Source: an optimization exercise on an open RTL-to-GDS flow (aim: small area and a short achievable clock period). Production flows keep margins and buffers that such runs may drop.
No run shown here included a check of the RTL's function; only the layout flow was run.
Power is estimated from default activity; no workload was simulated.

==> flow/design.v (outline; a module is shown in full before it is edited, if it fits) <==
// module Decoder_Unit: 18 lines
// module ARITHMETIC_UNIT: 1952 lines
// module LOGIC_UNIT: 67 lines
// module CMP_UNIT: 26 lines
// module SHIFT_UNIT: 67 lines
// module ALU_TOP: 68 lines
module ALU_TOP
#(parameter WIDTH = 16)
(
  input wire [WIDTH - 1 : 0]A, B,
  input wire [3 : 0]ALU_FUN,
  input wire CLK, RST,
  output wire [2*WIDTH - 1 : 0]Arith_OUT,
  output wire Carry_OUT,
  output wire Arith_Flag,
  output wire [WIDTH - 1 : 0]Logic_OUT,
  output wire Logic_Flag,
  output wire [1:0]CMP_OUT,
  output wire CMP_Flag,
  output wire [WIDTH - 1 : 0]SHIFT_OUT,
  output wire SHIFT_Flag
);
  // ...
==> flow/flow/run.sh <==
#!/bin/bash
# Layout flow: the standard synthesis and layout (standard.sh), except that
# the port buffers that global placement inserts use the smallest buffer
# (buf_1) instead of the default pick; every input and output still gets its
# own buffer. Each step's full output goes to a log file in this folder.
set -uo pipefail
bash standard.sh synth > synth.log 2>&1 || exit 1
bash standard.sh "BUFFER_PORTS_ARGS=-buffer_cell sky130_fd_sc_hd__buf_1" finish > layout.log 2>&1 || exit 1
==> flow/standard.sh <==
#!/bin/bash
# synth_recipe.tcl (not shown) runs the flow's synth.tcl, then flattens the netlist and writes it again
# the make line also repeats each setting of config.mk as NAME=value (left out here)
make -C /OpenROAD-flow-scripts/flow DESIGN_CONFIG=/design/flow/config.mk WORK_HOME=/design/flow/orfs CLKGATE_MAP_FILE= SYNTH_SCRIPT=/design/flow/synth_recipe.tcl "${@:-finish}"
==> flow/config.mk <==
export PLATFORM = sky130hd
export DESIGN_NAME = ALU_TOP
export DESIGN_NICKNAME = ALU_TOP
export VERILOG_FILES = /design/flow/design.v
export SDC_FILE = /design/flow/constraint.sdc
export NUM_CORES = 4
export LEC_CHECK = 0
export ABC_AREA = 1
export CAP_MARGIN = 20
export CORE_MARGIN = 2
export CORE_UTILIZATION = 40
export SLEW_MARGIN = 20
==> flow/constraint.sdc <==
create_clock -name core_clock -period 110.0 [get_ports {CLK}]
set_input_delay 22.0000 -clock core_clock [delete_from_list [all_inputs] [get_ports {CLK}]]
set_output_delay 22.0000 -clock core_clock [all_outputs]
set_load 0.01 [all_outputs]
==> impl_results.md, run 1 <==
* Port Buffers at 108
* Global-route wire length before repair at 130 mm
* Die width at 236 um
* Placed Cells at 4125
* Post-synthesis simple-gate area fraction at 0.360
* Final nets at 3656
* Clock sink total at 70
* Critical path buffer and inverter count at 8
* Post-synth cell types at 68
* Dominant class by area: multi-input combinational cells
* Synth Area in Compound Gates at 0.173
* Multi-input logic area at 16900 um^2
* N_diodes at 1
* Post-Route WL at 85.2 mm
* Top Registers: arth_unit.Arith_OUT: 32 flops, logic_unit.Logic_OUT: 16 flops, shft_unit.SHIFT_OUT: 16 flops
* Status: no timing/DRC/antenna violations
* Most frequent cells in the layout: 815 x nand2_1, 414 x inv_1, 348 x nand3_1
* CP required at 110.27 ns
* FMAX at 27.1 MHz
* Largest family of logic cells by synthesized area: simple AND/OR/NAND/NOR gates
* Multi-In Gates at 2712
* Routed vias/inst at 5.70
* Fin util at 0.421
* Syn. warnings at 5
* DP Area at 22200 um^2
* Setup Slack @ Placement at 73.00 ns
==> run 2: changes to the inputs <==
--- a/flow/design.v
+++ b/flow/design.v
@@ -450,17 +450,17 @@
 assign mx[24] = fc212; assign my[24] = fs213;
 assign mx[25] = fc214; assign my[25] = fs215;
 assign mx[26] = fc216; assign my[26] = fs217;
 assign mx[27] = fc218; assign my[27] = fs219;
 assign mx[28] = fc220; assign my[28] = fs221;
 assign mx[29] = fc222; assign my[29] = hs223;
 assign mx[30] = ~pp7[16]; assign my[30] = hc224;
 assign mx[31] = 1'b1; assign my[31] = 1'b0;
-wire [20:0] mc; assign mc[0] = 1'b0;
+wire [12:0] mc; assign mc[0] = 1'b0;
 wire [31:0] prod;
 assign prod[0] = mx[0] ^ my[0] ^ mc[0];
 assign mc[1] = (mx[0] & my[0]) | (mx[0] & mc[0]) | (my[0] & mc[0]);
 assign prod[1] = mx[1] ^ my[1] ^ mc[1];
 assign mc[2] = (mx[1] & my[1]) | (mx[1] & mc[1]) | (my[1] & mc[1]);
 assign prod[2] = mx[2] ^ my[2] ^ mc[2];
 assign mc[3] = (mx[2] & my[2]) | (mx[2] & mc[2]) | (my[2] & mc[2]);
 assign prod[3] = mx[3] ^ my[3] ^ mc[3];
@@ -476,109 +476,157 @@
 assign prod[8] = mx[8] ^ my[8] ^ mc[8];
 assign mc[9] = (mx[8] & my[8]) | (mx[8] & mc[8]) | (my[8] & mc[8]);
 assign prod[9] = mx[9] ^ my[9] ^ mc[9];
 assign mc[10] = (mx[9] & my[9]) | (mx[9] & mc[9]) | (my[9] & mc[9]);
 assign prod[10] = mx[10] ^ my[10] ^ mc[10];
 assign mc[11] = (mx[10] & my[10]) | (mx[10] & mc[10]) | (my[10] & mc[10]);
 assign prod[11] = mx[11] ^ my[11] ^ mc[11];
 assign mc[12] = (mx[11] & my[11]) | (mx[11] & mc[11]) | (my[11] & mc[11]);
-assign prod[12] = mx[12] ^ my[12] ^ mc[12];
-assign mc[13] = (mx[12] & my[12]) | (mx[12] & mc[12]) | (my[12] & mc[12]);
-assign prod[13] = mx[13] ^ my[13] ^ mc[13];
-assign mc[14] = (mx[13] & my[13]) | (mx[13] & mc[13]) | (my[13] & mc[13]);
-assign prod[14] = mx[14] ^ my[14] ^ mc[14];
-assign mc[15] = (mx[14] & my[14]) | (mx[14] & mc[14]) | (my[14] & mc[14]);
-assign prod[15] = mx[15] ^ my[15] ^ mc[15];
-assign mc[16] = (mx[15] & my[15]) | (mx[15] & mc[15]) | (my[15] & mc[15]);
-assign prod[16] = mx[16] ^ my[16] ^ mc[16];
-assign mc[17] = (mx[16] & my[16]) | (mx[16] & mc[16]) | (my[16] & mc[16]);
-assign prod[17] = mx[17] ^ my[17] ^ mc[17];
-assign mc[18] = (mx[17] & my[17]) | (mx[17] & mc[17]) | (my[17] & mc[17]);
-assign prod[18] = mx[18] ^ my[18] ^ mc[18];
-assign mc[19] = (mx[18] & my[18]) | (mx[18] & mc[18]) | (my[18] & mc[18]);
-assign prod[19] = mx[19] ^ my[19] ^ mc[19];
-assign mc[20] = (mx[19] & my[19]) | (mx[19] & mc[19]) | (my[19] & mc[19]);
-wire mf_p0 = mx[20] ^ my[20];
-wire mf_g0 = (mx[20] & my[20]) | (mf_p0 & mc[20]);
-wire mf_p1 = mx[21] ^ my[21];
-wire mf_g1 = mx[21] & my[21];
-wire mf_p2 = mx[22] ^ my[22];
-wire mf_g2 = mx[22] & my[22];
-wire mf_p3 = mx[23] ^ my[23];
-wire mf_g3 = mx[23] & my[23];
-wire mf_p4 = mx[24] ^ my[24];
-wire mf_g4 = mx[24] & my[24];
-wire mf_p5 = mx[25] ^ my[25];
-wire mf_g5 = mx[25] & my[25];
-wire mf_p6 = mx[26] ^ my[26];
-wire mf_g6 = mx[26] & my[26];
-wire mf_p7 = mx[27] ^ my[27];
-wire mf_g7 = mx[27] & my[27];
-wire mf_p8 = mx[28] ^ my[28];
-wire mf_g8 = mx[28] & my[28];
-wire mf_p9 = mx[29] ^ my[29];
-wire mf_g9 = mx[29] & my[29];
-wire mf_p10 = mx[30] ^ my[30];
-wire mf_g10 = mx[30] & my[30];
-wire mf_p11 = mx[31] ^ my[31];
-wire mf_g11 = mx[31] & my[31];
+wire mf_p0 = mx[12] ^ my[12];
+wire mf_g0 = (mx[12] & my[12]) | (mf_p0 & mc[12]);
+wire mf_p1 = mx[13] ^ my[13];
+wire mf_g1 = mx[13] & my[13];
+wire mf_p2 = mx[14] ^ my[14];
+wire mf_g2 = mx[14] & my[14];
+wire mf_p3 = mx[15] ^ my[15];
+wire mf_g3 = mx[15] & my[15];
+wire mf_p4 = mx[16] ^ my[16];
+wire mf_g4 = mx[16] & my[16];
+wire mf_p5 = mx[17] ^ my[17];
+wire mf_g5 = mx[17] & my[17];
+wire mf_p6 = mx[18] ^ my[18];
+wire mf_g6 = mx[18] & my[18];
+wire mf_p7 = mx[19] ^ my[19];
+wire mf_g7 = mx[19] & my[19];
+wire mf_p8 = mx[20] ^ my[20];
+wire mf_g8 = mx[20] & my[20];
+wire mf_p9 = mx[21] ^ my[21];
+wire mf_g9 = mx[21] & my[21];
+wire mf_p10 = mx[22] ^ my[22];
+wire mf_g10 = mx[22] & my[22];
+wire mf_p11 = mx[23] ^ my[23];
+wire mf_g11 = mx[23] & my[23];
+wire mf_p12 = mx[24] ^ my[24];
+wire mf_g12 = mx[24] & my[24];
+wire mf_p13 = mx[25] ^ my[25];
+wire mf_g13 = mx[25] & my[25];
+wire mf_p14 = mx[26] ^ my[26];
+wire mf_g14 = mx[26] & my[26];
+wire mf_p15 = mx[27] ^ my[27];
+wire mf_g15 = mx[27] & my[27];
+wire mf_p16 = mx[28] ^ my[28];
+wire mf_g16 = mx[28] & my[28];
+wire mf_p17 = mx[29] ^ my[29];
+wire mf_g17 = mx[29] & my[29];
+wire mf_p18 = mx[30] ^ my[30];
+wire mf_g18 = mx[30] & my[30];
+wire mf_p19 = mx[31] ^ my[31];
+wire mf_g19 = mx[31] & my[31];
 wire mf_G1_1 = mf_g1 | (mf_p1 & mf_g0);
 wire mf_P1_1 = mf_p1 & mf_p0;
 wire mf_G1_3 = mf_g3 | (mf_p3 & mf_g2);
 wire mf_P1_3 = mf_p3 & mf_p2;
 wire mf_G1_5 = mf_g5 | (mf_p5 & mf_g4);
 wire mf_P1_5 = mf_p5 & mf_p4;
 wire mf_G1_7 = mf_g7 | (mf_p7 & mf_g6);
 wire mf_P1_7 = mf_p7 & mf_p6;
 wire mf_G1_9 = mf_g9 | (mf_p9 & mf_g8);
 wire mf_P1_9 = mf_p9 & mf_p8;
 wire mf_G1_11 = mf_g11 | (mf_p11 & mf_g10);
 wire mf_P1_11 = mf_p11 & mf_p10;
+wire mf_G1_13 = mf_g13 | (mf_p13 & mf_g12);
+wire mf_P1_13 = mf_p13 & mf_p12;
+wire mf_G1_15 = mf_g15 | (mf_p15 & mf_g14);
+wire mf_P1_15 = mf_p15 & mf_p14;
+wire mf_G1_17 = mf_g17 | (mf_p17 & mf_g16);
+wire mf_P1_17 = mf_p17 & mf_p16;
+wire mf_G1_19 = mf_g19 | (mf_p19 & mf_g18);
+wire mf_P1_19 = mf_p19 & mf_p18;
 wire mf_G2_2 = mf_g2 | (mf_p2 & mf_G1_1);
 wire mf_P2_2 = mf_p2 & mf_P1_1;
 wire mf_G2_3 = mf_G1_3 | (mf_P1_3 & mf_G1_1);
 wire mf_P2_3 = mf_P1_3 & mf_P1_1;
 wire mf_G2_6 = mf_g6 | (mf_p6 & mf_G1_5);
 wire mf_P2_6 = mf_p6 & mf_P1_5;
 wire mf_G2_7 = mf_G1_7 | (mf_P1_7 & mf_G1_5);
 wire mf_P2_7 = mf_P1_7 & mf_P1_5;
 wire mf_G2_10 = mf_g10 | (mf_p10 & mf_G1_9);
 wire mf_P2_10 = mf_p10 & mf_P1_9;
 wire mf_G2_11 = mf_G1_11 | (mf_P1_11 & mf_G1_9);
 wire mf_P2_11 = mf_P1_11 & mf_P1_9;
+wire mf_G2_14 = mf_g14 | (mf_p14 & mf_G1_13);
+wire mf_P2_14 = mf_p14 & mf_P1_13;
+wire mf_G2_15 = mf_G1_15 | (mf_P1_15 & mf_G1_13);
+wire mf_P2_15 = mf_P1_15 & mf_P1_13;
+wire mf_G2_18 = mf_g18 | (mf_p18 & mf_G1_17);
+wire mf_P2_18 = mf_p18 & mf_P1_17;
+wire mf_G2_19 = mf_G1_19 | (mf_P1_19 & mf_G1_17);
+wire mf_P2_19 = mf_P1_19 & mf_P1_17;
 wire mf_G3_4 = mf_g4 | (mf_p4 & mf_G2_3);
 wire mf_P3_4 = mf_p4 & mf_P2_3;
 wire mf_G3_5 = mf_G1_5 | (mf_P1_5 & mf_G2_3);
 wire mf_P3_5 = mf_P1_5 & mf_P2_3;
 wire mf_G3_6 = mf_G2_6 | (mf_P2_6 & mf_G2_3);
 wire mf_P3_6 = mf_P2_6 & mf_P2_3;
 wire mf_G3_7 = mf_G2_7 | (mf_P2_7 & mf_G2_3);
 wire mf_P3_7 = mf_P2_7 & mf_P2_3;
+wire mf_G3_12 = mf_g12 | (mf_p12 & mf_G2_11);
+wire mf_P3_12 = mf_p12 & mf_P2_11;
+wire mf_G3_13 = mf_G1_13 | (mf_P1_13 & mf_G2_11);
+wire mf_P3_13 = mf_P1_13 & mf_P2_11;
+wire mf_G3_14 = mf_G2_14 | (mf_P2_14 & mf_G2_11);
+wire mf_P3_14 = mf_P2_14 & mf_P2_11;
+wire mf_G3_15 = mf_G2_15 | (mf_P2_15 & mf_G2_11);
+wire mf_P3_15 = mf_P2_15 & mf_P2_11;
 wire mf_G4_8 = mf_g8 | (mf_p8 & mf_G3_7);
 wire mf_P4_8 = mf_p8 & mf_P3_7;
 wire mf_G4_9 = mf_G1_9 | (mf_P1_9 & mf_G3_7);
 wire mf_P4_9 = mf_P1_9 & mf_P3_7;
 wire mf_G4_10 = mf_G2_10 | (mf_P2_10 & mf_G3_7);
 wire mf_P4_10 = mf_P2_10 & mf_P3_7;
 wire mf_G4_11 = mf_G2_11 | (mf_P2_11 & mf_G3_7);
 wire mf_P4_11 = mf_P2_11 & mf_P3_7;
-wire mf_s0 = mf_p0 ^ mc[20];
+wire mf_G4_12 = mf_G3_12 | (mf_P3_12 & mf_G3_7);
+wire mf_P4_12 = mf_P3_12 & mf_P3_7;
+wire mf_G4_13 = mf_G3_13 | (mf_P3_13 & mf_G3_7);
+wire mf_P4_13 = mf_P3_13 & mf_P3_7;
+wire mf_G4_14 = mf_G3_14 | (mf_P3_14 & mf_G3_7);
+wire mf_P4_14 = mf_P3_14 & mf_P3_7;
+wire mf_G4_15 = mf_G3_15 | (mf_P3_15 & mf_G3_7);
+wire mf_P4_15 = mf_P3_15 & mf_P3_7;
+wire mf_G5_16 = mf_g16 | (mf_p16 & mf_G4_15);
+wire mf_P5_16 = mf_p16 & mf_P4_15;
+wire mf_G5_17 = mf_G1_17 | (mf_P1_17 & mf_G4_15);
+wire mf_P5_17 = mf_P1_17 & mf_P4_15;
+wire mf_G5_18 = mf_G2_18 | (mf_P2_18 & mf_G4_15);
+wire mf_P5_18 = mf_P2_18 & mf_P4_15;
+wire mf_G5_19 = mf_G2_19 | (mf_P2_19 & mf_G4_15);
+wire mf_P5_19 = mf_P2_19 & mf_P4_15;
+wire mf_s0 = mf_p0 ^ mc[12];
 wire mf_s1 = mf_p1 ^ mf_g0;
 wire mf_s2 = mf_p2 ^ mf_G1_1;
 wire mf_s3 = mf_p3 ^ mf_G2_2;
 wire mf_s4 = mf_p4 ^ mf_G2_3;
 wire mf_s5 = mf_p5 ^ mf_G3_4;
 wire mf_s6 = mf_p6 ^ mf_G3_5;
 wire mf_s7 = mf_p7 ^ mf_G3_6;
 wire mf_s8 = mf_p8 ^ mf_G3_7;
 wire mf_s9 = mf_p9 ^ mf_G4_8;
 wire mf_s10 = mf_p10 ^ mf_G4_9;
 wire mf_s11 = mf_p11 ^ mf_G4_10;
-assign prod[31:20] = {mf_s11, mf_s10, mf_s9, mf_s8, mf_s7, mf_s6, mf_s5, mf_s4, mf_s3, mf_s2, mf_s1, mf_s0};
+wire mf_s12 = mf_p12 ^ mf_G4_11;
+wire mf_s13 = mf_p13 ^ mf_G4_12;
+wire mf_s14 = mf_p14 ^ mf_G4_13;
+wire mf_s15 = mf_p15 ^ mf_G4_14;
+wire mf_s16 = mf_p16 ^ mf_G4_15;
+wire mf_s17 = mf_p17 ^ mf_G5_16;
+wire mf_s18 = mf_p18 ^ mf_G5_17;
+wire mf_s19 = mf_p19 ^ mf_G5_18;
+assign prod[31:12] = {mf_s19, mf_s18, mf_s17, mf_s16, mf_s15, mf_s14, mf_s13, mf_s12, mf_s11, mf_s10, mf_s9, mf_s8, mf_s7, mf_s6, mf_s5, mf_s4, mf_s3, mf_s2, mf_s1, mf_s0};
 wire sa = A[15];
 wire sb = B[15];
 wire aor1_1 = A[1] | A[0];
 wire aor1_3 = A[3] | A[2];
 wire aor1_5 = A[5] | A[4];
 wire aor1_7 = A[7] | A[6];
 wire aor1_9 = A[9] | A[8];
 wire aor1_11 = A[11] | A[10];
@@ -777,18 +825,18 @@
 wire rc14_g0 = (r16[14] & y3[0]) | ((r16[14] | y3[0]) & cin);
 wire rc14_g1 = r16[15] & y3[1];
 wire rc14_t1 = r16[15] | y3[1];
 wire rc14_G1_1 = rc14_g1 | (rc14_t1 & rc14_g0);
 wire rc14_T1_1 = rc14_t1 & 1'b0;
 assign q[15] = hz15 & ra14_g0;
 assign q[14] = q[15] ? (hz3_14 & rc14_G1_1) : (hz14 & rb14_G1_1);
 wire [1:0] n14;
-assign n14[0] = r16[14] ^ (q[15] ? (q[14] ? (y3[0] ^ cin) : 1'b0) : (q[14] & (y[0] ^ cin)));
-assign n14[1] = r16[15] ^ (q[15] ? (q[14] ? (y3[1] ^ rc14_g0) : (y[0] ^ cin)) : (q[14] & (y[1] ^ rb14_g0)));
+assign n14[0] = r16[14] ^ (q[14] ? (q[15] ? (y3[0] ^ cin) : (y[0] ^ cin)) : (q[15] & 1'b0));
+assign n14[1] = r16[15] ^ (q[14] ? (q[15] ? (y3[1] ^ rc14_g0) : (y[1] ^ rb14_g0)) : (q[15] & (y[0] ^ cin)));
 wire [15:0] r14 = {n14, r16[13:0]};
 wire ra12_g0 = (r14[13] & y[0]) | ((r14[13] | y[0]) & cin);
 wire ra12_g1 = r14[14] & y[1];
 wire ra12_t1 = r14[14] | y[1];
 wire ra12_g2 = r14[15] & y[2];
 wire ra12_t2 = r14[15] | y[2];
 wire ra12_G1_1 = ra12_g1 | (ra12_t1 & ra12_g0);
 wire ra12_T1_1 = ra12_t1 & 1'b0;
@@ -822,20 +870,20 @@
 wire rc12_T1_3 = rc12_t3 & rc12_t2;
 wire rc12_G2_2 = rc12_g2 | (rc12_t2 & rc12_G1_1);
 wire rc12_T2_2 = rc12_t2 & rc12_T1_1;
 wire rc12_G2_3 = rc12_G1_3 | (rc12_T1_3 & rc12_G1_1);
 wire rc12_T2_3 = rc12_T1_3 & rc12_T1_1;
 assign q[13] = hz13 & ra12_G2_2;
 assign q[12] = q[13] ? (hz3_12 & rc12_G2_3) : (hz12 & rb12_G2_3);
 wire [3:0] n12;
-assign n12[0] = r14[12] ^ (q[13] ? (q[12] ? (y3[0] ^ cin) : 1'b0) : (q[12] & (y[0] ^ cin)));
-assign n12[1] = r14[13] ^ (q[13] ? (q[12] ? (y3[1] ^ rc12_g0) : (y[0] ^ cin)) : (q[12] & (y[1] ^ rb12_g0)));
-assign n12[2] = r14[14] ^ (q[13] ? (q[12] ? (y3[2] ^ rc12_G1_1) : (y[1] ^ ra12_g0)) : (q[12] & (y[2] ^ rb12_G1_1)));
-assign n12[3] = r14[15] ^ (q[13] ? (q[12] ? (y3[3] ^ rc12_G2_2) : (y[2] ^ ra12_G1_1)) : (q[12] & (y[3] ^ rb12_G2_2)));
+assign n12[0] = r14[12] ^ (q[12] ? (q[13] ? (y3[0] ^ cin) : (y[0] ^ cin)) : (q[13] & 1'b0));
+assign n12[1] = r14[13] ^ (q[12] ? (q[13] ? (y3[1] ^ rc12_g0) : (y[1] ^ rb12_g0)) : (q[13] & (y[0] ^ cin)));
+assign n12[2] = r14[14] ^ (q[12] ? (q[13] ? (y3[2] ^ rc12_G1_1) : (y[2] ^ rb12_G1_1)) : (q[13] & (y[1] ^ ra12_g0)));
+assign n12[3] = r14[15] ^ (q[12] ? (q[13] ? (y3[3] ^ rc12_G2_2) : (y[3] ^ rb12_G2_2)) : (q[13] & (y[2] ^ ra12_G1_1)));
 wire [15:0] r12 = {n12, r14[11:0]};
 wire ra10_g0 = (r12[11] & y[0]) | ((r12[11] | y[0]) & cin);
 wire ra10_g1 = r12[12] & y[1];
 wire ra10_t1 = r12[12] | y[1];
 wire ra10_g2 = r12[13] & y[2];
 wire ra10_t2 = r12[13] | y[2];
 wire ra10_g3 = r12[14] & y[3];
 wire ra10_t3 = r12[14] | y[3];
@@ -899,22 +947,22 @@
 wire rc10_T2_3 = rc10_T1_3 & rc10_T1_1;
 wire rc10_G3_4 = rc10_g4 | (rc10_t4 & rc10_G2_3);
 wire rc10_T3_4 = rc10_t4 & rc10_T2_3;
 wire rc10_G3_5 = rc10_G1_5 | (rc10_T1_5 & rc10_G2_3);
 wire rc10_T3_5 = rc10_T1_5 & rc10_T2_3;
 assign q[11] = hz11 & ra10_G3_4;
 assign q[10] = q[11] ? (hz3_10 & rc10_G3_5) : (hz10 & rb10_G3_5);
 wire [5:0] n10;
-assign n10[0] = r12[10] ^ (q[11] ? (q[10] ? (y3[0] ^ cin) : 1'b0) : (q[10] & (y[0] ^ cin)));
-assign n10[1] = r12[11] ^ (q[11] ? (q[10] ? (y3[1] ^ rc10_g0) : (y[0] ^ cin)) : (q[10] & (y[1] ^ rb10_g0)));
-assign n10[2] = r12[12] ^ (q[11] ? (q[10] ? (y3[2] ^ rc10_G1_1) : (y[1] ^ ra10_g0)) : (q[10] & (y[2] ^ rb10_G1_1)));
-assign n10[3] = r12[13] ^ (q[11] ? (q[10] ? (y3[3] ^ rc10_G2_2) : (y[2] ^ ra10_G1_1)) : (q[10] & (y[3] ^ rb10_G2_2)));
-assign n10[4] = r12[14] ^ (q[11] ? (q[10] ? (y3[4] ^ rc10_G2_3) : (y[3] ^ ra10_G2_2)) : (q[10] & (y[4] ^ rb10_G2_3)));
-assign n10[5] = r12[15] ^ (q[11] ? (q[10] ? (y3[5] ^ rc10_G3_4) : (y[4] ^ ra10_G2_3)) : (q[10] & (y[5] ^ rb10_G3_4)));
+assign n10[0] = r12[10] ^ (q[10] ? (q[11] ? (y3[0] ^ cin) : (y[0] ^ cin)) : (q[11] & 1'b0));
+assign n10[1] = r12[11] ^ (q[10] ? (q[11] ? (y3[1] ^ rc10_g0) : (y[1] ^ rb10_g0)) : (q[11] & (y[0] ^ cin)));
+assign n10[2] = r12[12] ^ (q[10] ? (q[11] ? (y3[2] ^ rc10_G1_1) : (y[2] ^ rb10_G1_1)) : (q[11] & (y[1] ^ ra10_g0)));
+assign n10[3] = r12[13] ^ (q[10] ? (q[11] ? (y3[3] ^ rc10_G2_2) : (y[3] ^ rb10_G2_2)) : (q[11] & (y[2] ^ ra10_G1_1)));
+assign n10[4] = r12[14] ^ (q[10] ? (q[11] ? (y3[4] ^ rc10_G2_3) : (y[4] ^ rb10_G2_3)) : (q[11] & (y[3] ^ ra10_G2_2)));
+assign n10[5] = r12[15] ^ (q[10] ? (q[11] ? (y3[5] ^ rc10_G3_4) : (y[5] ^ rb10_G3_4)) : (q[11] & (y[4] ^ ra10_G2_3)));
 wire [15:0] r10 = {n10, r12[9:0]};
 wire ra8_g0 = (r10[9] & y[0]) | ((r10[9] | y[0]) & cin);
 wire ra8_g1 = r10[10] & y[1];
 wire ra8_t1 = r10[10] | y[1];
 wire ra8_g2 = r10[11] & y[2];
 wire ra8_t2 = r10[11] | y[2];
 wire ra8_g3 = r10[12] & y[3];
 wire ra8_t3 = r10[12] | y[3];
@@ -1018,24 +1066,24 @@
 wire rc8_T3_5 = rc8_T1_5 & rc8_T2_3;
 wire rc8_G3_6 = rc8_G2_6 | (rc8_T2_6 & rc8_G2_3);
 wire rc8_T3_6 = rc8_T2_6 & rc8_T2_3;
 wire rc8_G3_7 = rc8_G2_7 | (rc8_T2_7 & rc8_G2_3);
 wire rc8_T3_7 = rc8_T2_7 & rc8_T2_3;
 assign q[9] = hz9 & ra8_G3_6;
 assign q[8] = q[9] ? (hz3_8 & rc8_G3_7) : (hz8 & rb8_G3_7);
 wire [7:0] n8;
-assign n8[0] = r10[8] ^ (q[9] ? (q[8] ? (y3[0] ^ cin) : 1'b0) : (q[8] & (y[0] ^ cin)));
-assign n8[1] = r10[9] ^ (q[9] ? (q[8] ? (y3[1] ^ rc8_g0) : (y[0] ^ cin)) : (q[8] & (y[1] ^ rb8_g0)));
-assign n8[2] = r10[10] ^ (q[9] ? (q[8] ? (y3[2] ^ rc8_G1_1) : (y[1] ^ ra8_g0)) : (q[8] & (y[2] ^ rb8_G1_1)));
-assign n8[3] = r10[11] ^ (q[9] ? (q[8] ? (y3[3] ^ rc8_G2_2) : (y[2] ^ ra8_G1_1)) : (q[8] & (y[3] ^ rb8_G2_2)));
-assign n8[4] = r10[12] ^ (q[9] ? (q[8] ? (y3[4] ^ rc8_G2_3) : (y[3] ^ ra8_G2_2)) : (q[8] & (y[4] ^ rb8_G2_3)));
-assign n8[5] = r10[13] ^ (q[9] ? (q[8] ? (y3[5] ^ rc8_G3_4) : (y[4] ^ ra8_G2_3)) : (q[8] & (y[5] ^ rb8_G3_4)));
-assign n8[6] = r10[14] ^ (q[9] ? (q[8] ? (y3[6] ^ rc8_G3_5) : (y[5] ^ ra8_G3_4)) : (q[8] & (y[6] ^ rb8_G3_5)));
-assign n8[7] = r10[15] ^ (q[9] ? (q[8] ? (y3[7] ^ rc8_G3_6) : (y[6] ^ ra8_G3_5)) : (q[8] & (y[7] ^ rb8_G3_6)));
+assign n8[0] = r10[8] ^ (q[8] ? (q[9] ? (y3[0] ^ cin) : (y[0] ^ cin)) : (q[9] & 1'b0));
+assign n8[1] = r10[9] ^ (q[8] ? (q[9] ? (y3[1] ^ rc8_g0) : (y[1] ^ rb8_g0)) : (q[9] & (y[0] ^ cin)));
+assign n8[2] = r10[10] ^ (q[8] ? (q[9] ? (y3[2] ^ rc8_G1_1) : (y[2] ^ rb8_G1_1)) : (q[9] & (y[1] ^ ra8_g0)));
+assign n8[3] = r10[11] ^ (q[8] ? (q[9] ? (y3[3] ^ rc8_G2_2) : (y[3] ^ rb8_G2_2)) : (q[9] & (y[2] ^ ra8_G1_1)));
+assign n8[4] = r10[12] ^ (q[8] ? (q[9] ? (y3[4] ^ rc8_G2_3) : (y[4] ^ rb8_G2_3)) : (q[9] & (y[3] ^ ra8_G2_2)));
+assign n8[5] = r10[13] ^ (q[8] ? (q[9] ? (y3[5] ^ rc8_G3_4) : (y[5] ^ rb8_G3_4)) : (q[9] & (y[4] ^ ra8_G2_3)));
+assign n8[6] = r10[14] ^ (q[8] ? (q[9] ? (y3[6] ^ rc8_G3_5) : (y[6] ^ rb8_G3_5)) : (q[9] & (y[5] ^ ra8_G3_4)));
+assign n8[7] = r10[15] ^ (q[8] ? (q[9] ? (y3[7] ^ rc8_G3_6) : (y[7] ^ rb8_G3_6)) : (q[9] & (y[6] ^ ra8_G3_5)));
 wire [15:0] r8 = {n8, r10[7:0]};
 wire ra6_g0 = (r8[7] & y[0]) | ((r8[7] | y[0]) & cin);
 wire ra6_g1 = r8[8] & y[1];
 wire ra6_t1 = r8[8] | y[1];
 wire ra6_g2 = r8[9] & y[2];
 wire ra6_t2 = r8[9] | y[2];
 wire ra6_g3 = r8[10] & y[3];
 wire ra6_t3 = r8[10] | y[3];
@@ -1171,26 +1219,26 @@
 wire rc6_T3_7 = rc6_T2_7 & rc6_T2_3;
 wire rc6_G4_8 = rc6_g8 | (rc6_t8 & rc6_G3_7);
 wire rc6_T4_8 = rc6_t8 & rc6_T3_7;
 wire rc6_G4_9 = rc6_G1_9 | (rc6_T1_9 & rc6_G3_7);
 wire rc6_T4_9 = rc6_T1_9 & rc6_T3_7;
 assign q[7] = hz7 & ra6_G4_8;
 assign q[6] = q[7] ? (hz3_6 & rc6_G4_9) : (hz6 & rb6_G4_9);
 wire [9:0] n6;
-assign n6[0] = r8[6] ^ (q[7] ? (q[6] ? (y3[0] ^ cin) : 1'b0) : (q[6] & (y[0] ^ cin)));
-assign n6[1] = r8[7] ^ (q[7] ? (q[6] ? (y3[1] ^ rc6_g0) : (y[0] ^ cin)) : (q[6] & (y[1] ^ rb6_g0)));
-assign n6[2] = r8[8] ^ (q[7] ? (q[6] ? (y3[2] ^ rc6_G1_1) : (y[1] ^ ra6_g0)) : (q[6] & (y[2] ^ rb6_G1_1)));
-assign n6[3] = r8[9] ^ (q[7] ? (q[6] ? (y3[3] ^ rc6_G2_2) : (y[2] ^ ra6_G1_1)) : (q[6] & (y[3] ^ rb6_G2_2)));
-assign n6[4] = r8[10] ^ (q[7] ? (q[6] ? (y3[4] ^ rc6_G2_3) : (y[3] ^ ra6_G2_2)) : (q[6] & (y[4] ^ rb6_G2_3)));
-assign n6[5] = r8[11] ^ (q[7] ? (q[6] ? (y3[5] ^ rc6_G3_4) : (y[4] ^ ra6_G2_3)) : (q[6] & (y[5] ^ rb6_G3_4)));
-assign n6[6] = r8[12] ^ (q[7] ? (q[6] ? (y3[6] ^ rc6_G3_5) : (y[5] ^ ra6_G3_4)) : (q[6] & (y[6] ^ rb6_G3_5)));
-assign n6[7] = r8[13] ^ (q[7] ? (q[6] ? (y3[7] ^ rc6_G3_6) : (y[6] ^ ra6_G3_5)) : (q[6] & (y[7] ^ rb6_G3_6)));
-assign n6[8] = r8[14] ^ (q[7] ? (q[6] ? (y3[8] ^ rc6_G3_7) : (y[7] ^ ra6_G3_6)) : (q[6] & (y[8] ^ rb6_G3_7)));
-assign n6[9] = r8[15] ^ (q[7] ? (q[6] ? (y3[9] ^ rc6_G4_8) : (y[8] ^ ra6_G3_7)) : (q[6] & (y[9] ^ rb6_G4_8)));
+assign n6[0] = r8[6] ^ (q[6] ? (q[7] ? (y3[0] ^ cin) : (y[0] ^ cin)) : (q[7] & 1'b0));
+assign n6[1] = r8[7] ^ (q[6] ? (q[7] ? (y3[1] ^ rc6_g0) : (y[1] ^ rb6_g0)) : (q[7] & (y[0] ^ cin)));
+assign n6[2] = r8[8] ^ (q[6] ? (q[7] ? (y3[2] ^ rc6_G1_1) : (y[2] ^ rb6_G1_1)) : (q[7] & (y[1] ^ ra6_g0)));
+assign n6[3] = r8[9] ^ (q[6] ? (q[7] ? (y3[3] ^ rc6_G2_2) : (y[3] ^ rb6_G2_2)) : (q[7] & (y[2] ^ ra6_G1_1)));
+assign n6[4] = r8[10] ^ (q[6] ? (q[7] ? (y3[4] ^ rc6_G2_3) : (y[4] ^ rb6_G2_3)) : (q[7] & (y[3] ^ ra6_G2_2)));
+assign n6[5] = r8[11] ^ (q[6] ? (q[7] ? (y3[5] ^ rc6_G3_4) : (y[5] ^ rb6_G3_4)) : (q[7] & (y[4] ^ ra6_G2_3)));
+assign n6[6] = r8[12] ^ (q[6] ? (q[7] ? (y3[6] ^ rc6_G3_5) : (y[6] ^ rb6_G3_5)) : (q[7] & (y[5] ^ ra6_G3_4)));
+assign n6[7] = r8[13] ^ (q[6] ? (q[7] ? (y3[7] ^ rc6_G3_6) : (y[7] ^ rb6_G3_6)) : (q[7] & (y[6] ^ ra6_G3_5)));
+assign n6[8] = r8[14] ^ (q[6] ? (q[7] ? (y3[8] ^ rc6_G3_7) : (y[8] ^ rb6_G3_7)) : (q[7] & (y[7] ^ ra6_G3_6)));
+assign n6[9] = r8[15] ^ (q[6] ? (q[7] ? (y3[9] ^ rc6_G4_8) : (y[9] ^ rb6_G4_8)) : (q[7] & (y[8] ^ ra6_G3_7)));
 wire [15:0] r6 = {n6, r8[5:0]};
 wire ra4_g0 = (r6[5] & y[0]) | ((r6[5] | y[0]) & cin);
 wire ra4_g1 = r6[6] & y[1];
 wire ra4_t1 = r6[6] | y[1];
 wire ra4_g2 = r6[7] & y[2];
 wire ra4_t2 = r6[7] | y[2];
 wire ra4_g3 = r6[8] & y[3];
 wire ra4_t3 = r6[8] | y[3];
@@ -1366,28 +1414,28 @@
 wire rc4_T4_9 = rc4_T1_9 & rc4_T3_7;
 wire rc4_G4_10 = rc4_G2_10 | (rc4_T2_10 & rc4_G3_7);
 wire rc4_T4_10 = rc4_T2_10 & rc4_T3_7;
 wire rc4_G4_11 = rc4_G2_11 | (rc4_T2_11 & rc4_G3_7);
 wire rc4_T4_11 = rc4_T2_11 & rc4_T3_7;
 assign q[5] = hz5 & ra4_G4_10;
 assign q[4] = q[5] ? (hz3_4 & rc4_G4_11) : (hz4 & rb4_G4_11);
 wire [11:0] n4;
-assign n4[0] = r6[4] ^ (q[5] ? (q[4] ? (y3[0] ^ cin) : 1'b0) : (q[4] & (y[0] ^ cin)));
-assign n4[1] = r6[5] ^ (q[5] ? (q[4] ? (y3[1] ^ rc4_g0) : (y[0] ^ cin)) : (q[4] & (y[1] ^ rb4_g0)));
-assign n4[2] = r6[6] ^ (q[5] ? (q[4] ? (y3[2] ^ rc4_G1_1) : (y[1] ^ ra4_g0)) : (q[4] & (y[2] ^ rb4_G1_1)));
-assign n4[3] = r6[7] ^ (q[5] ? (q[4] ? (y3[3] ^ rc4_G2_2) : (y[2] ^ ra4_G1_1)) : (q[4] & (y[3] ^ rb4_G2_2)));
-assign n4[4] = r6[8] ^ (q[5] ? (q[4] ? (y3[4] ^ rc4_G2_3) : (y[3] ^ ra4_G2_2)) : (q[4] & (y[4] ^ rb4_G2_3)));
-assign n4[5] = r6[9] ^ (q[5] ? (q[4] ? (y3[5] ^ rc4_G3_4) : (y[4] ^ ra4_G2_3)) : (q[4] & (y[5] ^ rb4_G3_4)));
-assign n4[6] = r6[10] ^ (q[5] ? (q[4] ? (y3[6] ^ rc4_G3_5) : (y[5] ^ ra4_G3_4)) : (q[4] & (y[6] ^ rb4_G3_5)));
-assign n4[7] = r6[11] ^ (q[5] ? (q[4] ? (y3[7] ^ rc4_G3_6) : (y[6] ^ ra4_G3_5)) : (q[4] & (y[7] ^ rb4_G3_6)));
-assign n4[8] = r6[12] ^ (q[5] ? (q[4] ? (y3[8] ^ rc4_G3_7) : (y[7] ^ ra4_G3_6)) : (q[4] & (y[8] ^ rb4_G3_7)));
-assign n4[9] = r6[13] ^ (q[5] ? (q[4] ? (y3[9] ^ rc4_G4_8) : (y[8] ^ ra4_G3_7)) : (q[4] & (y[9] ^ rb4_G4_8)));
-assign n4[10] = r6[14] ^ (q[5] ? (q[4] ? (y3[10] ^ rc4_G4_9) : (y[9] ^ ra4_G4_8)) : (q[4] & (y[10] ^ rb4_G4_9)));
-assign n4[11] = r6[15] ^ (q[5] ? (q[4] ? (y3[11] ^ rc4_G4_10) : (y[10] ^ ra4_G4_9)) : (q[4] & (y[11] ^ rb4_G4_10)));
+assign n4[0] = r6[4] ^ (q[4] ? (q[5] ? (y3[0] ^ cin) : (y[0] ^ cin)) : (q[5] & 1'b0));
+assign n4[1] = r6[5] ^ (q[4] ? (q[5] ? (y3[1] ^ rc4_g0) : (y[1] ^ rb4_g0)) : (q[5] & (y[0] ^ cin)));
+assign n4[2] = r6[6] ^ (q[4] ? (q[5] ? (y3[2] ^ rc4_G1_1) : (y[2] ^ rb4_G1_1)) : (q[5] & (y[1] ^ ra4_g0)));
+assign n4[3] = r6[7] ^ (q[4] ? (q[5] ? (y3[3] ^ rc4_G2_2) : (y[3] ^ rb4_G2_2)) : (q[5] & (y[2] ^ ra4_G1_1)));
+assign n4[4] = r6[8] ^ (q[4] ? (q[5] ? (y3[4] ^ rc4_G2_3) : (y[4] ^ rb4_G2_3)) : (q[5] & (y[3] ^ ra4_G2_2)));
+assign n4[5] = r6[9] ^ (q[4] ? (q[5] ? (y3[5] ^ rc4_G3_4) : (y[5] ^ rb4_G3_4)) : (q[5] & (y[4] ^ ra4_G2_3)));
+assign n4[6] = r6[10] ^ (q[4] ? (q[5] ? (y3[6] ^ rc4_G3_5) : (y[6] ^ rb4_G3_5)) : (q[5] & (y[5] ^ ra4_G3_4)));
+assign n4[7] = r6[11] ^ (q[4] ? (q[5] ? (y3[7] ^ rc4_G3_6) : (y[7] ^ rb4_G3_6)) : (q[5] & (y[6] ^ ra4_G3_5)));
+assign n4[8] = r6[12] ^ (q[4] ? (q[5] ? (y3[8] ^ rc4_G3_7) : (y[8] ^ rb4_G3_7)) : (q[5] & (y[7] ^ ra4_G3_6)));
+assign n4[9] = r6[13] ^ (q[4] ? (q[5] ? (y3[9] ^ rc4_G4_8) : (y[9] ^ rb4_G4_8)) : (q[5] & (y[8] ^ ra4_G3_7)));
+assign n4[10] = r6[14] ^ (q[4] ? (q[5] ? (y3[10] ^ rc4_G4_9) : (y[10] ^ rb4_G4_9)) : (q[5] & (y[9] ^ ra4_G4_8)));
+assign n4[11] = r6[15] ^ (q[4] ? (q[5] ? (y3[11] ^ rc4_G4_10) : (y[11] ^ rb4_G4_10)) : (q[5] & (y[10] ^ ra4_G4_9)));
 wire [15:0] r4 = {n4, r6[3:0]};
 wire ra2_g0 = (r4[3] & y[0]) | ((r4[3] | y[0]) & cin);
 wire ra2_g1 = r4[4] & y[1];
 wire ra2_t1 = r4[4] | y[1];
 wire ra2_g2 = r4[5] & y[2];
 wire ra2_t2 = r4[5] | y[2];
 wire ra2_g3 = r4[6] & y[3];
 wire ra2_t3 = r4[6] | y[3];
@@ -1605,30 +1653,30 @@
 wire rc2_T4_11 = rc2_T2_11 & rc2_T3_7;
 wire rc2_G4_12 = rc2_G3_12 | (rc2_T3_12 & rc2_G3_7);
 wire rc2_T4_12 = rc2_T3_12 & rc2_T3_7;
 wire rc2_G4_13 = rc2_G3_13 | (rc2_T3_13 & rc2_G3_7);
 wire rc2_T4_13 = rc2_T3_13 & rc2_T3_7;
 assign q[3] = hz3 & ra2_G4_12;
 assign q[2] = q[3] ? (hz3_2 & rc2_G4_13) : (hz2 & rb2_G4_13);
 wire [13:0] n2;
-assign n2[0] = r4[2] ^ (q[3] ? (q[2] ? (y3[0] ^ cin) : 1'b0) : (q[2] & (y[0] ^ cin)));
-assign n2[1] = r4[3] ^ (q[3] ? (q[2] ? (y3[1] ^ rc2_g0) : (y[0] ^ cin)) : (q[2] & (y[1] ^ rb2_g0)));
-assign n2[2] = r4[4] ^ (q[3] ? (q[2] ? (y3[2] ^ rc2_G1_1) : (y[1] ^ ra2_g0)) : (q[2] & (y[2] ^ rb2_G1_1)));
-assign n2[3] = r4[5] ^ (q[3] ? (q[2] ? (y3[3] ^ rc2_G2_2) : (y[2] ^ ra2_G1_1)) : (q[2] & (y[3] ^ rb2_G2_2)));
-assign n2[4] = r4[6] ^ (q[3] ? (q[2] ? (y3[4] ^ rc2_G2_3) : (y[3] ^ ra2_G2_2)) : (q[2] & (y[4] ^ rb2_G2_3)));
-assign n2[5] = r4[7] ^ (q[3] ? (q[2] ? (y3[5] ^ rc2_G3_4) : (y[4] ^ ra2_G2_3)) : (q[2] & (y[5] ^ rb2_G3_4)));
-assign n2[6] = r4[8] ^ (q[3] ? (q[2] ? (y3[6] ^ rc2_G3_5) : (y[5] ^ ra2_G3_4)) : (q[2] & (y[6] ^ rb2_G3_5)));
-assign n2[7] = r4[9] ^ (q[3] ? (q[2] ? (y3[7] ^ rc2_G3_6) : (y[6] ^ ra2_G3_5)) : (q[2] & (y[7] ^ rb2_G3_6)));
-assign n2[8] = r4[10] ^ (q[3] ? (q[2] ? (y3[8] ^ rc2_G3_7) : (y[7] ^ ra2_G3_6)) : (q[2] & (y[8] ^ rb2_G3_7)));
-assign n2[9] = r4[11] ^ (q[3] ? (q[2] ? (y3[9] ^ rc2_G4_8) : (y[8] ^ ra2_G3_7)) : (q[2] & (y[9] ^ rb2_G4_8)));
-assign n2[10] = r4[12] ^ (q[3] ? (q[2] ? (y3[10] ^ rc2_G4_9) : (y[9] ^ ra2_G4_8)) : (q[2] & (y[10] ^ rb2_G4_9)));
-assign n2[11] = r4[13] ^ (q[3] ? (q[2] ? (y3[11] ^ rc2_G4_10) : (y[10] ^ ra2_G4_9)) : (q[2] & (y[11] ^ rb2_G4_10)));
-assign n2[12] = r4[14] ^ (q[3] ? (q[2] ? (y3[12] ^ rc2_G4_11) : (y[11] ^ ra2_G4_10)) : (q[2] & (y[12] ^ rb2_G4_11)));
-assign n2[13] = r4[15] ^ (q[3] ? (q[2] ? (y3[13] ^ rc2_G4_12) : (y[12] ^ ra2_G4_11)) : (q[2] & (y[13] ^ rb2_G4_12)));
+assign n2[0] = r4[2] ^ (q[2] ? (q[3] ? (y3[0] ^ cin) : (y[0] ^ cin)) : (q[3] & 1'b0));
+assign n2[1] = r4[3] ^ (q[2] ? (q[3] ? (y3[1] ^ rc2_g0) : (y[1] ^ rb2_g0)) : (q[3] & (y[0] ^ cin)));
+assign n2[2] = r4[4] ^ (q[2] ? (q[3] ? (y3[2] ^ rc2_G1_1) : (y[2] ^ rb2_G1_1)) : (q[3] & (y[1] ^ ra2_g0)));
+assign n2[3] = r4[5] ^ (q[2] ? (q[3] ? (y3[3] ^ rc2_G2_2) : (y[3] ^ rb2_G2_2)) : (q[3] & (y[2] ^ ra2_G1_1)));
+assign n2[4] = r4[6] ^ (q[2] ? (q[3] ? (y3[4] ^ rc2_G2_3) : (y[4] ^ rb2_G2_3)) : (q[3] & (y[3] ^ ra2_G2_2)));
+assign n2[5] = r4[7] ^ (q[2] ? (q[3] ? (y3[5] ^ rc2_G3_4) : (y[5] ^ rb2_G3_4)) : (q[3] & (y[4] ^ ra2_G2_3)));
+assign n2[6] = r4[8] ^ (q[2] ? (q[3] ? (y3[6] ^ rc2_G3_5) : (y[6] ^ rb2_G3_5)) : (q[3] & (y[5] ^ ra2_G3_4)));
+assign n2[7] = r4[9] ^ (q[2] ? (q[3] ? (y3[7] ^ rc2_G3_6) : (y[7] ^ rb2_G3_6)) : (q[3] & (y[6] ^ ra2_G3_5)));
+assign n2[8] = r4[10] ^ (q[2] ? (q[3] ? (y3[8] ^ rc2_G3_7) : (y[8] ^ rb2_G3_7)) : (q[3] & (y[7] ^ ra2_G3_6)));
+assign n2[9] = r4[11] ^ (q[2] ? (q[3] ? (y3[9] ^ rc2_G4_8) : (y[9] ^ rb2_G4_8)) : (q[3] & (y[8] ^ ra2_G3_7)));
+assign n2[10] = r4[12] ^ (q[2] ? (q[3] ? (y3[10] ^ rc2_G4_9) : (y[10] ^ rb2_G4_9)) : (q[3] & (y[9] ^ ra2_G4_8)));
+assign n2[11] = r4[13] ^ (q[2] ? (q[3] ? (y3[11] ^ rc2_G4_10) : (y[11] ^ rb2_G4_10)) : (q[3] & (y[10] ^ ra2_G4_9)));
+assign n2[12] = r4[14] ^ (q[2] ? (q[3] ? (y3[12] ^ rc2_G4_11) : (y[12] ^ rb2_G4_11)) : (q[3] & (y[11] ^ ra2_G4_10)));
+assign n2[13] = r4[15] ^ (q[2] ? (q[3] ? (y3[13] ^ rc2_G4_12) : (y[13] ^ rb2_G4_12)) : (q[3] & (y[12] ^ ra2_G4_11)));
 wire [15:0] r2 = {n2, r4[1:0]};
 wire ra0_g0 = (r2[1] & y[0]) | ((r2[1] | y[0]) & cin);
 wire ra0_g1 = r2[2] & y[1];
 wire ra0_t1 = r2[2] | y[1];
 wire ra0_g2 = r2[3] & y[2];
 wire ra0_t2 = r2[3] | y[2];
 wire ra0_g3 = r2[4] & y[3];
 wire ra0_t3 = r2[4] | y[3];
==> flow/run.sh (new file) <==
#!/bin/bash
# synth_recipe.tcl (not shown) runs the flow's synth.tcl, then flattens the netlist and writes it again
# the make line also repeats each setting of config.mk as NAME=value (left out here)
make -C /OpenROAD-flow-scripts/flow DESIGN_CONFIG=/design/flow/config.mk WORK_HOME=/design/flow/orfs CLKGATE_MAP_FILE= SYNTH_SCRIPT=/design/flow/synth_recipe.tcl finish
removed: flow/flow/run.sh
removed: flow/standard.sh
==> run 2 against run 1 <==
Net effect: via count up 7.2%; die area is 0.53% higher; sequential share of layout area decreased by 0.35 points; worst setup slack got worse by 0.020 ns; sequential power is essentially flat; synthesized area rose by 0.54%; combinational power rose by 12%; sequential cell count stayed put.
==> impl_results.md, run 2 <==
* DP Area at 23200 um^2 (+4.6%)
* Clock sink total at 70 (unchanged)
* Largest register FFs at 32
* First DRT Iteration DRCs at 2837
* Tmin final at 36.93 ns
* Starting Density at 0.403
* Routed vias at 25300
* Port Buffers at 108 (unchanged)
* Most frequent cells in the layout: 1116 x nand2_1, 444 x nand3_1, 405 x inv_1
* Clock Tree Root: clkbuf_16
* Max-cap violations at 0
* Post-synth top cells: 1116 x nand2_1, 444 x nand3_1, 406 x inv_1, 225 x nor2_1, 212 x xor2_1
* Cell leakage power at 0.0122 uW
* Endpoints failing setup at 0
* Die ar. at 56000 um^2
* Slowest library cell on the worst path: clkdlybuf4s50_1
* Routed vias/inst at 5.74 (+0.62%)
* Fill cells at 5869
* CP max FO at 27
* Grt total ovfl at 0
* Layout cell share with drive strength beyond 1 at 0.0764
* Number of remaining DRC errors at 0
* Largest family of logic cells by synthesized area: simple AND/OR/NAND/NOR gates
* Pwr/cell area at 17.8 nW/um^2
* WL/cell at 20.7 um
* Dpl hpwl at 69.7 mm
* Async set-reset flop share out of synthesis at 1.00
* Tightest Hold Check Type: in2async
* Syn Inst Count at 3700
* Syn. warnings at 5 (unchanged)
* Most flops, register: arth_unit.Arith_OUT
* Post-Route WL at 91.3 mm (+7.2%)
* Antenna-violating nets left at 0
* Final nets at 3927 (+7.4%)
* Total core area at 53700 um^2
* Slew Limit Fails at 0
* CTS buffer count at 9
* Largest net degree at the start of global routing at 71
* Post-route cell area at 23600 um^2
* Min Hold Slack at 21.84 ns
* Slack of the critical path at 73.07 ns
* FP Rows at 85
* FMAX at 27.1 MHz (about the same)
* Worst setup SP type: input pin
* Synth Area in Compound Gates at 0.159 (-0.0142)
* Routability cong. at 1.01
* Post-synth cell types at 64 (-5.9%)
* Worst Setup End Kind: register
* Post-synth EDFFs at 0
* Count leader, synth: nand2_1
* Post-CTS Hold Fix Bufs at 0
* Crit-path max cell delay at 0.95 ns
* Primary FF master, synth: dfrtp_1
* Status: no timing/DRC/antenna violations
* Worst slew pin tran at 1.09 ns
* CTS tree: built
* IR drop worst, VDD at 0.0383 mV
* Avg Inst Size Synth at 5.85 um^2
* Largest cells by area after synthesis: nand2_1 19%, nand3_1 10%, fa_1 9.1%
* Die width at 237 um (+0.26%)
* Post-Synth Adder-Cell Area at 0.138
* Share of the synthesized area in the top cell type at 0.193
* Global-route wire length before repair at 138 mm (+5.7%)
* CP required at 110.19 ns (-0.08 ns)
* Total GRT Usage at 0.317
* CP most frequent cell: nand2_1
* Setup Slack @ Placement at 73.19 ns (+0.189 ns)
* Commonest non-fill, non-tap cell in the layout: nand2_1
* Yosys reg bits at 70
* Total power at 418 uW
* Post-CTS resize count at 0
* WP data arrival at 37.12 ns
* 1st-pass router iterations at 6
* Vias in the first global route at 23500
* Die height at 237 um
* Multiplexer share of the synthesized area at 0
* CTS HTree Levels at 3
* Synth Area in XOR/XNOR at 0.0954
* Sequential area share after synthesis at 0.0809
* RSZ-0062 raised after global routing: false
* CTS Buffer Depth at 2
* Net count after synthesis at 3917
* Top Registers: arth_unit.Arith_OUT: 32 flops, logic_unit.Logic_OUT: 16 flops, shft_unit.SHIFT_OUT: 16 flops
* Post-synthesis simple-gate area fraction at 0.407 (+0.0465)
* Final Hold Viols at 0
* Initial antenna violation count at 5
* Dominant cell type by area after synthesis: nand2_1
* Clk pin slew, worst setup/hold paths at 0.05 ns
* Tcrit/Tclk final at 0.336
* Setup bufs post-CTS at 0
* WS Path Type: in2reg
* I/O Pins at 109
* P&R area growth vs syn at 8.80%
* Post-synthesis cell area at 21700 um^2
* Post-Route Setup TNS at 0 ns
* Slew headroom at 0.271
[run 2: per-stage QoR]
step | cells | utilization
after floorplan | 3700 | -
after global routing | 4411 | 0.439
after global placement | 4395 | 0.433
after CTS | 4411 | 0.439
final | 4414 | 0.439
after detailed placement | 4395 | 0.433
[run 2: power by group]
part           leakage [uW]  internal (uW)  switching (uW)  total [uW]
clock network      0.000160           20.5            11.7        32.2
logic                0.0111            129             227         356
registers          0.000940           29.1            1.16        30.2
total                0.0122            178             240         418
[run 2: how the worst max path moves through the flow]
stage | startpoint | endpoint | slack [ns] | cells past startpoint
after floorplan | B[15] | arth_unit.Arith_OUT[21] | 77.57 | 96
after global placement | A[14] | arth_unit.Arith_OUT[25] | 73.38 | 92
after detailed placement | A[14] | arth_unit.Arith_OUT[17] | 73.19 | 92
after CTS | A[14] | arth_unit.Arith_OUT[17] | 73.51 | 92
after global routing | B[13] | arth_unit.Arith_OUT[22] | 71.70 | 99
final | A[14] | arth_unit.Arith_OUT[17] | 73.07 | 92
[run 2: cell type report]
class	count	area (um^2)	share of cell area
diodes	3	7.51	0.000319
inverters	468	1760	0.0746
repair buffers	168	1520	0.0643
clock inverters	5	82.6	0.00350
well taps	696	871	0.0370
clock buffers	11	243	0.0103
flip-flops and latches	70	1750	0.0743
multi-input cells	2993	17300	0.736
[run 2: kinds of logic after synthesis]
logic type | Yosys count
AND/OR/NAND/NOR | 1995
buffers and inverters | 637
AO/OA/AOI/OAI | 586
XOR/XNOR | 233
adder cells (fa/ha/maj) | 179
flip-flops | 70
[run 2: per-layer routing]
layer  vias to the layer above  GRT usage  wire length (um)
li1                      12000          -                 -
met1                     11800      0.415             37600
met2                      1282      0.516             41100
met3                       245     0.0642              8740
met4                         6      0.117              3820
met5                         -          0                43
[run 2: worst max-delay path: cells and delay by family]
kind | cells | cell delay, ns
buffers and inverters | 10 | 2.81
AND/OR/NAND/NOR | 77 | 10.79
AO/OA/AOI/OAI | 5 | 1.41

==> separate check: timing with driven ports <==
How much do the figures lean on ideal ports? The routed layouts below were timed once more, with nothing changed but the port constraints. Step 1 sets driving cells, clkbuf_16 on the clock port and buf_2 on the other inputs (assumed; they add their load-dependent delay and slew). Step 2 times the ports against the registers' clock, not the clock port: input delays grow and output delays shrink by t, the midpoint of the rising clock arrivals with the driver on. Slacks: ideal / step 1 / step 2; pairs: ideal / step 1.
run	shift t [ns]	slack for setup (ns)	latest minus earliest clock arrival (ns)	slew at the worst register clock pin (ns)
run 1	0.377	73.095 / 73.112 / 72.735	0.011 / 0.012	0.07 / 0.07
run 2	0.386	73.075 / 73.083 / 72.697	0.008 / 0.007	0.06 / 0.06
After both steps setup and hold are still met in every run listed. For run 2, which loses most, drivers alone change the setup slack by +0.008 ns; drivers and shift together by -0.378 ns.
